What follows belongs to an exercise in optimizing a design on an open flow for small area; a production flow would make more cautious choices. Function was checked by simulation only, so behaviour that the tests miss may differ from the original. Power figures rest on the tool's default switching activity, not on a simulated workload.

## Segway
module Segway(clk,RST_n,INERT_SS_n,INERT_MOSI,
              INERT_SCLK,INERT_MISO,A2D_SS_n,A2D_MOSI,A2D_SCLK,
              A2D_MISO,PWM_rev_rght,PWM_frwrd_rght,PWM_rev_lft,
              PWM_frwrd_lft,INT,RX);
  input clk,RST_n;
  input INERT_MISO;
  input A2D_MISO;
  input INT;
  input RX;
  output A2D_SS_n, INERT_SS_n;
  output A2D_MOSI, INERT_MOSI;
  output A2D_SCLK, INERT_SCLK;
  output PWM_rev_rght, PWM_frwrd_rght;
  output PWM_rev_lft, PWM_frwrd_lft;
  wire rst_n;
  wire [11:0] lft_ld, rght_ld;
  wire [10:0] lft_spd, rght_spd;
  wire lft_rev, rght_rev;
  wire rider_off, pwr_up, en_steer;
  wire vld;
  wire [15:0] ptch;
  wire [8:0] ld_cell_diff;
  wire [15:0] tmr;                       
  reset_synch iRST(.clk(clk),.RST_n(RST_n),.rst_n(rst_n));
  Auth_blk auth(.clk(clk), .rst_n(rst_n), .RX(RX), .rider_off(rider_off), .pwr_up(pwr_up));
  inert_intf inert(.clk(clk), .rst_n(rst_n), .tmr(tmr), .vld(vld), .ptch(ptch),
                   .SS_n(INERT_SS_n), .SCLK(INERT_SCLK), .MOSI(INERT_MOSI), .MISO(INERT_MISO), .INT(INT));
  balance_cntrl blctrl(.clk(clk), .rst_n(rst_n), .vld(vld), .ptch(ptch), .ld_cell_diff(ld_cell_diff),
                       .lft_spd(lft_spd), .lft_rev(lft_rev), .rght_spd(rght_spd), .rght_rev(rght_rev),
                       .rider_off(rider_off), .en_steer(en_steer), .pwr_up(pwr_up));
  steer_en steer(.clk(clk), .rst_n(rst_n), .lft_ld(lft_ld), .rght_ld(rght_ld),
                 .en_steer(en_steer), .rider_off(rider_off), .ld_cell_diff(ld_cell_diff));
  mtr_drv mtr(.clk(clk), .rst_n(rst_n), .tmr(tmr), .lft_spd(lft_spd), .lft_rev(lft_rev),
              .rght_spd(rght_spd), .rght_rev(rght_rev),
              .PWM_rev_lft(PWM_rev_lft), .PWM_frwrd_lft(PWM_frwrd_lft),
              .PWM_rev_rght(PWM_rev_rght), .PWM_frwrd_rght(PWM_frwrd_rght));
  A2D_intf A2D(.clk(clk), .rst_n(rst_n), .nxt(vld), .lft_ld(lft_ld), .rght_ld(rght_ld),
               .SS_n(A2D_SS_n), .SCLK(A2D_SCLK), .MOSI(A2D_MOSI), .MISO(A2D_MISO));
  ...
Size: ~1600 cells after synthesis, about 240 flip-flops, roughly 16 I/O pins, roughly 16000 um2 of cells after synthesis.
export LEC_CHECK = 0
export CAP_MARGIN = 20
export CORE_MARGIN = 2
export CORE_UTILIZATION = 60
export CTS_BUF_LIST = sky130_fd_sc_hd__clkbuf_8
export GPL_TIMING_DRIVEN = 0
export PLACE_DENSITY = 0.75
export SLEW_MARGIN = 20
create_clock -name core_clock -period 16.0 [get_ports {clk}]
standard.sh (not shown) runs the stock make flow with config.mk's settings and CLKGATE_MAP_FILE= SYNTH_SCRIPT=/design/flow/synth_recipe.tcl, a recipe that flattens the netlist after the stock synthesis.
==> flow/flow/run.sh <==
#!/bin/bash
# Standard layout flow; only the clock tree options differ: no dummy loads
# are added to balance the clock tree, and leaf buffers are clkbuf_8.
set -e
export CTS_ARGS="-sink_clustering_enable -repair_clock_nets -dont_use_dummy_load -buf_list sky130_fd_sc_hd__clkbuf_8 -sink_clustering_size 16 -sink_clustering_max_diameter 60"
bash standard.sh > standard.log 2>&1
The first run finished clean.
Edit:
==> flow/flow/run.sh (replaced) <==
#!/bin/bash
# Standard layout flow; only the clock tree options differ: no dummy loads
# are added to balance the clock tree, and leaf buffers are clkbuf_8.
set -e
export CTS_ARGS="-sink_clustering_enable -repair_clock_nets -dont_use_dummy_load -buf_list sky130_fd_sc_hd__clkbuf_8"
bash standard.sh > standard.log 2>&1
=> Final cell count increases by 0.76%; core utilization increases by 0.92 points; count of clock-buffer cells in the layout increases by 17; worst setup slack gets better by 0.10 ns; routed wire length barely changes; maximum frequency increases by 0.65%; clock power increases by 33%; first-iteration DRC count decreases by 11%.
